Context: an optimization exercise on an open-source flow, tuned for small area. The choices shown serve that exercise and are no tape-out recipe. The RTL was checked by simulation tests, not by an equivalence proof against the original design.

==> yarrow: inputs <==
Design recip_top, start of the top module:
module recip_top(
  input clk,
  input [31:0] b,
  output reg [31:0] r
);
  reg [31:0] b_q;
  wire [22:0] nmant;    
  recip_core u_core(.f(b_q[22:0]), .nmant(nmant));
  wire [7:0] e = 8'd253 - b_q[30:23];
  wire zero = (b_q == 32'd0);
  always @(posedge clk) begin
    b_q <= b;
    r <= zero ? 32'd0 : {b_q[31], e, ~nmant};
  end
endmodule
==> flow/config.mk <==
export PLATFORM = sky130hd
export DESIGN_NAME = recip_top
export DESIGN_NICKNAME = recip_top
export VERILOG_FILES = /design/flow/design.v
export SDC_FILE = /design/flow/constraint.sdc
export NUM_CORES = 8
export LEC_CHECK = 0
export ABC_AREA = 1
export CAP_MARGIN = 0
export CORE_MARGIN = 2
export CORE_UTILIZATION = 40
export SLEW_MARGIN = 0
export SYNTH_HIERARCHICAL = 1
export SYNTH_MINIMUM_KEEP_SIZE = 0
==> flow/constraint.sdc <==
create_clock -name core_clock -period 800.0 [get_ports {clk}]
set_input_delay 160.0000 -clock core_clock [delete_from_list [all_inputs] [get_ports {clk}]]
set_output_delay 160.0000 -clock core_clock [all_outputs]
set_load 0.01 [all_outputs]
standard.sh (not shown) runs the stock make flow with config.mk's settings and CLKGATE_MAP_FILE= SYNTH_SCRIPT=/design/flow/synth_recipe.tcl, a recipe that flattens the netlist after the stock synthesis.
==> flow/flow/run.sh <==
#!/bin/bash
# Layout flow: the standard flow (its own synthesis, unchanged), with two
# changes to the layout that keep the netlist's logic as synthesized:
#  - the port buffers are the smallest buffer, sky130_fd_sc_hd__buf_1;
#  - after repair_design (3_4_place_resized), cells that have drive to spare
#    are downsized to the smallest drive strength of the same function that
#    adds no max-slew or max-capacitance violation (flow/downsize.tcl).
set -euo pipefail
W=$(pwd)
F=$W/flow
EXTRA="POST_RESIZE_TCL=$F/downsize.tcl \"BUFFER_PORTS_ARGS=-buffer_cell sky130_fd_sc_hd__buf_1\""
sed "s#\"\${@:-finish}\"#$EXTRA \"\${@:-finish}\"#" standard.sh > lay_standard.sh
if ! grep -q POST_RESIZE_TCL lay_standard.sh; then
  echo "could not add our settings: using the standard flow unchanged"
  cp standard.sh lay_standard.sh
fi
bash lay_standard.sh > layout.log 2>&1
==> flow/flow/downsize.tcl <==
# Downsize cells that have drive to spare (the buffers repair_design inserted
# and the gates it upsized): try the smaller drive strengths of the same
# function, smallest first, and keep the first that adds no max-slew or
# max-capacitance violation, with the slew limit tightened to 80% of the
# library's for margin.
if { [catch {
  estimate_parasitics -placement
  set s0 [sta::max_slew_violation_count]
  set c0 [sta::max_capacitance_violation_count]
  puts "downsize: before, slew violations $s0, cap violations $c0"
  set_max_transition 1.2 [current_design]
  set s0 [sta::max_slew_violation_count]
  set db [ord::get_db]
  set n 0
  set tried 0
  set dont_use {}
  if { [info exists ::env(DONT_USE_CELLS)] } { set dont_use $::env(DONT_USE_CELLS) }
  foreach inst [get_cells *] {
    set m [get_property $inst ref_name]
    if { ![regexp {^(sky130_fd_sc_hd__[a-z0-9]+)_([0-9]+)$} $m -> base s] } { continue }
    if { [regexp {__(df|sdf|edf|dl|sdl|clk|tap|fill|decap|conb|dly|lpflow|probe)} $m] } { continue }
    set a0 [[$db findMaster $m] getArea]
    set cands {}
    foreach lc [get_lib_cells ${base}_*] {
      set nm [get_name $lc]
      if { ![regexp "^${base}_\[0-9\]+\$" $nm] || $nm == $m } { continue }
      if { [lsearch -exact $dont_use $nm] >= 0 } { continue }
      set mm [$db findMaster $nm]
      if { $mm == "NULL" } { continue }
      set a [$mm getArea]
      if { $a < $a0 } { lappend cands [list $a $nm] }
    }
    if { [llength $cands] == 0 } { continue }
    incr tried
    foreach c [lsort -real -index 0 $cands] {
      set nm [lindex $c 1]
      replace_cell $inst $nm
      if { [sta::max_slew_violation_count] <= $s0 && [sta::max_capacitance_violation_count] <= $c0 } {
        incr n
        break
      } else {
        replace_cell $inst $m
      }
    }
  }
  set_max_transition 1.5 [current_design]
  puts "downsize: downsized $n of $tried"
  puts "downsize: after, slew violations [sta::max_slew_violation_count], cap violations [sta::max_capacitance_violation_count]"
} err] } {
  puts "downsize: skipped ($err)"
}
==> raven (differences from yarrow) <==
==> flow/run.sh (new file) <==
#!/bin/bash
# synth_recipe.tcl (not shown) runs the flow's synth.tcl, then flattens the netlist and writes it again
# the make line also repeats each setting of config.mk as NAME=value (left out here)
make -C /OpenROAD-flow-scripts/flow DESIGN_CONFIG=/design/flow/config.mk WORK_HOME=/design/flow/orfs CLKGATE_MAP_FILE= SYNTH_SCRIPT=/design/flow/synth_recipe.tcl finish
- CAP_MARGIN: 0 -> 10
- SLEW_MARGIN: 0 -> 10
removed: flow/flow/run.sh
removed: flow/flow/downsize.tcl
removed: flow/standard.sh
==> qor.csv <==
metric,value,unit
status,failed layout checks,
check.faults,"capacitance limit, slew limit",
multi_input_area_share,0.8607,
maxSlewViolCount,23,
max_stage_delay,0.33,ns
finalHoldWorstSlack,0.3631,ns
cp.arrival,0.92,ns
maxCapViolations,2,
drive_gt1_frac,0.04657,
[end of results for yarrow]
==> qor.csv <==
metric,value,unit
status,"complete, no violations",
multi_input_area_share,0.8426,
maxCapViolations,0,
max_stage_delay,0.54,ns
cp.arrival,1.31,ns
maxSlewViolCount,0,
clock_area_frac,0.005962,
finalHoldWorstSlack,0.3683,ns
[end of results for raven]


==> v19: inputs <==
Another version of the RTL of recip_top (not shown whole).
clock: 800.0 ns
lec_check: 0
abc_area: 1
cap_margin: 10
core_margin: 2
core_utilization: 40
slew_margin: 10
synth_hierarchical: 1
synth_minimum_keep_size: 0
==> flow/flow/run.sh <==
#!/bin/bash
# Layout flow: the standard flow (its own synthesis, unchanged), with two
# changes to the layout that keep the netlist's logic as synthesized:
#  - the port buffers are the smallest buffer, sky130_fd_sc_hd__buf_1;
#  - after repair_design (3_4_place_resized), cells that have drive to spare
#    are downsized to the smallest drive strength of the same function that
#    adds no max-slew or max-capacitance violation, then repair_design
#    with 20% margins (flow/downsize.tcl).
set -euo pipefail
W=$(pwd)
F=$W/flow
EXTRA="POST_RESIZE_TCL=$F/downsize.tcl \"BUFFER_PORTS_ARGS=-buffer_cell sky130_fd_sc_hd__buf_1\""
sed "s#\"\${@:-finish}\"#$EXTRA \"\${@:-finish}\"#" standard.sh > lay_standard.sh
if ! grep -q POST_RESIZE_TCL lay_standard.sh; then
  echo "could not add our settings: using the standard flow unchanged"
  cp standard.sh lay_standard.sh
fi
bash lay_standard.sh > layout.log 2>&1
==> flow/flow/downsize.tcl <==
# Downsize cells that have drive to spare (the buffers repair_design inserted
# and the gates it upsized): try the smaller drive strengths of the same
# function, smallest first, and keep the first that adds no max-slew or
# max-capacitance violation, with the slew limit tightened to 80% of the
# library's for margin; then repair_design with 20% margins gives drive back
# to any net that came too close to a limit.
if { [catch {
  estimate_parasitics -placement
  set s0 [sta::max_slew_violation_count]
  set c0 [sta::max_capacitance_violation_count]
  puts "downsize: before, slew violations $s0, cap violations $c0"
  set_max_transition 1.2 [current_design]
  set s0 [sta::max_slew_violation_count]
  set db [ord::get_db]
  set n 0
  set tried 0
  set dont_use {}
  if { [info exists ::env(DONT_USE_CELLS)] } { set dont_use $::env(DONT_USE_CELLS) }
  foreach inst [get_cells *] {
    set m [get_property $inst ref_name]
    if { ![regexp {^(sky130_fd_sc_hd__[a-z0-9]+)_([0-9]+)$} $m -> base s] } { continue }
    if { [regexp {__(df|sdf|edf|dl|sdl|clk|tap|fill|decap|conb|dly|lpflow|probe)} $m] } { continue }
    set a0 [[$db findMaster $m] getArea]
    set cands {}
    foreach lc [get_lib_cells ${base}_*] {
      set nm [get_name $lc]
      if { ![regexp "^${base}_\[0-9\]+\$" $nm] || $nm == $m } { continue }
      if { [lsearch -exact $dont_use $nm] >= 0 } { continue }
      set mm [$db findMaster $nm]
      if { $mm == "NULL" } { continue }
      set a [$mm getArea]
      if { $a < $a0 } { lappend cands [list $a $nm] }
    }
    if { [llength $cands] == 0 } { continue }
    incr tried
    foreach c [lsort -real -index 0 $cands] {
      set nm [lindex $c 1]
      replace_cell $inst $nm
      if { [sta::max_slew_violation_count] <= $s0 && [sta::max_capacitance_violation_count] <= $c0 } {
        incr n
        break
      } else {
        replace_cell $inst $m
      }
    }
  }
  set_max_transition 1.5 [current_design]
  puts "downsize: downsized $n of $tried"
  # give back drive where a net has come within 20% of a limit
  estimate_parasitics -placement
  repair_design -slew_margin 20 -cap_margin 20
  puts "downsize: after, slew violations [sta::max_slew_violation_count], cap violations [sta::max_capacitance_violation_count]"
} err] } {
  puts "downsize: skipped ($err)"
}
==> inputs of v12, as changes to v19 <==
==> flow/flow/run.sh (replaced) <==
#!/bin/bash
# Layout flow: the standard flow (its own synthesis, unchanged), with two
# changes to the layout that keep the netlist's logic as synthesized:
#  - the port buffers are the smallest buffer, sky130_fd_sc_hd__buf_1;
#  - after repair_design (3_4_place_resized), buffers and inverters that
#    have drive to spare are downsized, keeping 30% margin on capacitance and
#    20% on slew, then repair_design runs again with 20% margins
#    (flow/downsize.tcl).
set -euo pipefail
W=$(pwd)
F=$W/flow
EXTRA="POST_RESIZE_TCL=$F/downsize.tcl \"BUFFER_PORTS_ARGS=-buffer_cell sky130_fd_sc_hd__buf_1\""
sed "s#\"\${@:-finish}\"#$EXTRA \"\${@:-finish}\"#" standard.sh > lay_standard.sh
if ! grep -q POST_RESIZE_TCL lay_standard.sh; then
  echo "could not add our settings: using the standard flow unchanged"
  cp standard.sh lay_standard.sh
fi
bash lay_standard.sh > layout.log 2>&1
==> flow/flow/downsize.tcl (replaced) <==
# Downsize the buffers and inverters that have drive to spare (most of them
# were inserted by repair_design): try the smaller drive strengths of the
# same cell, smallest first, and keep the first whose output net's
# capacitance stays within 70% of the cell's max_capacitance and that adds
# no max-slew or max-capacitance violation with the slew limit tightened to
# 80% of the library's.  Then repair_design with 20% margins gives drive
# back to any net that came too close to a limit.
set ds_limit {
  buf_1 0.130015 buf_2 0.315867 buf_4 0.561228 buf_6 0.785532
  inv_1 0.181284 inv_2 0.331431 inv_4 0.563059 inv_6 0.782786
  clkinv_1 0.19044 clkinv_2 0.395518 clkinv_4 0.782786
}
if { [catch {
  estimate_parasitics -placement
  set s0 [sta::max_slew_violation_count]
  set c0 [sta::max_capacitance_violation_count]
  puts "downsize: before, slew violations $s0, cap violations $c0"
  set_max_transition 1.2 [current_design]
  set s0 [sta::max_slew_violation_count]
  set scene [sta::cmd_scene]
  set n 0
  set tried 0
  foreach inst [get_cells *] {
    set m [get_property $inst ref_name]
    if { ![regexp {^sky130_fd_sc_hd__((buf|inv|clkinv)_([0-9]+))$} $m -> short k s] } { continue }
    if { ![dict exists $ds_limit $short] } { continue }
    set opin [expr { $k eq "buf" ? "X" : "Y" }]
    set pin [get_pins [get_name $inst]/$opin]
    set net [get_nets -of_objects $pin]
    if { $net eq "" } { continue }
    set cap [sta::Net_capacitance $net $scene max]
    incr tried
    foreach t {1 2 4 6} {
      if { $t >= $s } { break }
      set cand ${k}_$t
      if { ![dict exists $ds_limit $cand] } { continue }
      if { $cap > 0.7e-12 * [dict get $ds_limit $cand] } { continue }
      replace_cell $inst sky130_fd_sc_hd__$cand
      if { [sta::max_slew_violation_count] <= $s0 && [sta::max_capacitance_violation_count] <= $c0 } {
        incr n
        break
      } else {
        replace_cell $inst $m
      }
    }
  }
  set_max_transition 1.5 [current_design]
  puts "downsize: downsized $n of $tried"
  estimate_parasitics -placement
  repair_design -slew_margin 20 -cap_margin 20
  puts "downsize: after, slew violations [sta::max_slew_violation_count], cap violations [sta::max_capacitance_violation_count]"
} err] } {
  puts "downsize: stopped ($err)"
}
==> flow/config.mk (replaced) <==
export PLATFORM = sky130hd
export DESIGN_NAME = recip_top
export DESIGN_NICKNAME = recip_top
export VERILOG_FILES = /design/flow/design.v
export SDC_FILE = /design/flow/constraint.sdc
export NUM_CORES = 8
export LEC_CHECK = 0
export ABC_AREA = 1
export CAP_MARGIN = 20
export CORE_MARGIN = 2
export CORE_UTILIZATION = 40
export CTS_BUF_LIST = sky130_fd_sc_hd__clkbuf_8
export SLEW_MARGIN = 20
export SYNTH_HIERARCHICAL = 1
export SYNTH_MINIMUM_KEEP_SIZE = 0
==> inputs of v29, as changes to v19 <==
--- a/flow/design.v
+++ b/flow/design.v
@@ -1,23 +1,24 @@
 module fa(input a, input b, input c, output s, output co);
   assign s = a ^ b ^ c;
   assign co = (a & b) | (a & c) | (b & c);
 endmodule
-module mj(input a, input b, input c, output co);
-  assign co = (a & b) | (a & c) | (b & c);
-endmodule
-module pp3(input a1, input a2, input b1, input b2, input c1, input c2, output y);
-  assign y = ~((a1 & a2) | (b1 & b2) | (c1 & c2));
-endmodule
 module ha(input a, input b, output s, output co);
   assign s = a ^ b;
   assign co = a & b;
 endmodule
-module recip_core(input [22:0] f, output [22:0] nmant);
+module recip_top(
+  input clk,
+  input [31:0] b,
+  output reg [31:0] r
+);
+  reg [31:0] b_q;
+  wire [22:0] f = b_q[22:0];    
+  wire [22:0] nmant;            
   wire s1 = ~f[0];
   wire s2 = ~(f[1] ^ f[0]);
   wire c3 = f[1] | f[0];
   wire s4 = ~(f[2] ^ c3);
   wire c5 = f[2] | c3;
   wire s6 = ~(f[3] ^ c5);
   wire c7 = f[3] | c5;
   wire s8, c9;
@@ -4248,24 +4249,15 @@
   wire s4233 = ~(s3307 ^ c4232);
   wire c4234 = s3307 | c4232;
   wire s4235 = ~(s3309 ^ c4234);
   wire c4236 = s3309 | c4234;
   wire s4237 = ~(s3311 ^ c4236);
   wire c4238 = s3311 | c4236;
   wire s4239 = ~(s3313 ^ c4238);
   assign nmant = {s4239, s4237, s4235, s4233, s4231, s4229, s4227, s4225, s4223, s4221, s4219, s4217, s4215, s4213, s4211, s4209, s4205, s4201, s4195, s4189, s4183, s4177, s4171};
-endmodule
-module recip_top(
-  input clk,
-  input [31:0] b,
-  output reg [31:0] r
-);
-  reg [31:0] b_q;
-  wire [22:0] nmant;    
-  recip_core u_core(.f(b_q[22:0]), .nmant(nmant));
   wire [7:0] e = 8'd253 - b_q[30:23];
   wire zero = (b_q == 32'd0);
   always @(posedge clk) begin
     b_q <= b;
     r <= zero ? 32'd0 : {b_q[31], e, ~nmant};
   end
 endmodule
==> flow/flow/run.sh (replaced) <==
#!/bin/bash
# Layout flow: the standard flow (its own synthesis, unchanged), with two
# changes to the layout that keep the netlist's logic as synthesized:
#  - the port buffers are the smallest buffer, sky130_fd_sc_hd__buf_1;
#  - after repair_design (3_4_place_resized), buffers and inverters that
#    have drive to spare are downsized, keeping 30% margin on capacitance and
#    20% on slew, then repair_design runs again with 20% margins
#    (flow/downsize.tcl).
set -euo pipefail
W=$(pwd)
F=$W/flow
EXTRA="POST_RESIZE_TCL=$F/downsize.tcl \"BUFFER_PORTS_ARGS=-buffer_cell sky130_fd_sc_hd__buf_1\""
sed "s#\"\${@:-finish}\"#$EXTRA \"\${@:-finish}\"#" standard.sh > lay_standard.sh
if ! grep -q POST_RESIZE_TCL lay_standard.sh; then
  echo "could not add our settings: using the standard flow unchanged"
  cp standard.sh lay_standard.sh
fi
bash lay_standard.sh > layout.log 2>&1
==> flow/flow/downsize.tcl (replaced) <==
# Downsize the buffers and inverters that have drive to spare (most of them
# were inserted by repair_design): try the smaller drive strengths of the
# same cell, smallest first, and keep the first whose output net's
# capacitance stays within 70% of the cell's max_capacitance and that adds
# no max-slew or max-capacitance violation with the slew limit tightened to
# 80% of the library's.  Then repair_design with 20% margins gives drive
# back to any net that came too close to a limit.
set ds_limit {
  buf_1 0.130015 buf_2 0.315867 buf_4 0.561228 buf_6 0.785532
  inv_1 0.181284 inv_2 0.331431 inv_4 0.563059 inv_6 0.782786
  clkinv_1 0.19044 clkinv_2 0.395518 clkinv_4 0.782786
}
if { [catch {
  estimate_parasitics -placement
  set s0 [sta::max_slew_violation_count]
  set c0 [sta::max_capacitance_violation_count]
  puts "downsize: before, slew violations $s0, cap violations $c0"
  set_max_transition 1.2 [current_design]
  set s0 [sta::max_slew_violation_count]
  set scene [sta::cmd_scene]
  set n 0
  set tried 0
  foreach inst [get_cells *] {
    set m [get_property $inst ref_name]
    if { ![regexp {^sky130_fd_sc_hd__((buf|inv|clkinv)_([0-9]+))$} $m -> short k s] } { continue }
    if { ![dict exists $ds_limit $short] } { continue }
    set opin [expr { $k eq "buf" ? "X" : "Y" }]
    set pin [get_pins [get_name $inst]/$opin]
    set net [get_nets -of_objects $pin]
    if { $net eq "" } { continue }
    set cap [sta::Net_capacitance $net $scene max]
    incr tried
    foreach t {1 2 4 6} {
      if { $t >= $s } { break }
      set cand ${k}_$t
      if { ![dict exists $ds_limit $cand] } { continue }
      if { $cap > 0.7e-12 * [dict get $ds_limit $cand] } { continue }
      replace_cell $inst sky130_fd_sc_hd__$cand
      if { [sta::max_slew_violation_count] <= $s0 && [sta::max_capacitance_violation_count] <= $c0 } {
        incr n
        break
      } else {
        replace_cell $inst $m
      }
    }
  }
  set_max_transition 1.5 [current_design]
  puts "downsize: downsized $n of $tried"
  estimate_parasitics -placement
  repair_design -slew_margin 20 -cap_margin 20
  puts "downsize: after, slew violations [sta::max_slew_violation_count], cap violations [sta::max_capacitance_violation_count]"
} err] } {
  puts "downsize: stopped ($err)"
}
==> flow/config.mk (replaced) <==
export PLATFORM = sky130hd
export DESIGN_NAME = recip_top
export DESIGN_NICKNAME = recip_top
export VERILOG_FILES = /design/flow/design.v
export SDC_FILE = /design/flow/constraint.sdc
export NUM_CORES = 8
export LEC_CHECK = 0
export ABC_AREA = 1
export CAP_MARGIN = 20
export CORE_MARGIN = 2
export CORE_UTILIZATION = 40
export CTS_BUF_LIST = sky130_fd_sc_hd__clkbuf_8
export GPL_TIMING_DRIVEN = 0
export SLEW_MARGIN = 20
export SYNTH_HIERARCHICAL = 1
export SYNTH_MINIMUM_KEEP_SIZE = 0
==> summary of the runs <==
- Non-clock buffer count: v19 < v12 < v29.
- The lowest register-to-register slack belongs to v29, the highest to v19.
- Against v19, the hold slack of v12 is worse by 0.011 ns.
- In synthesized cell count, v12 and v19 do not differ.
- Critical path depth is the same in v19 and v12.
- Flip-flop and latch count is the same in v29 and v19.
- Global-route usage, highest first: v29, v12, v19.
- Between v29 and v12, the lower clock-buffer cell count is in v29 (gap 1).

==> re-timing with driven ports <==
The results above use ideal ports. As a check the final layouts listed here were re-extracted and re-timed, cells and wires unchanged.
Step 1 assumes that a clkbuf_16 drives the clock port and a buf_2 every other input.
Step 2 times the ports against the registers' clock, not the clock port: input delays grow and output delays shrink by t, the midpoint of the rising clock arrivals with the driver on.
Slacks: ideal / step 1 / step 2; pairs: ideal / step 1.
| run | t (ns) | setup slack, ns | hold slack, ns |
|---|---|---|---|
| yarrow | 0.492 | 639.078 / 639.011 / 639.503 | 0.363 / 0.363 / 0.363 |
| raven | 0.480 | 638.694 / 638.635 / 639.115 | 0.368 / 0.368 / 0.368 |
| v19 | 0.346 | 639.186 / 639.161 / 639.507 | 0.374 / 0.374 / 0.374 |
| v12 | 0.358 | 639.175 / 639.156 / 639.515 | 0.363 / 0.363 / 0.363 |
| v29 | 0.380 | 639.117 / 639.098 / 639.478 | 0.430 / 0.430 / 0.430 |
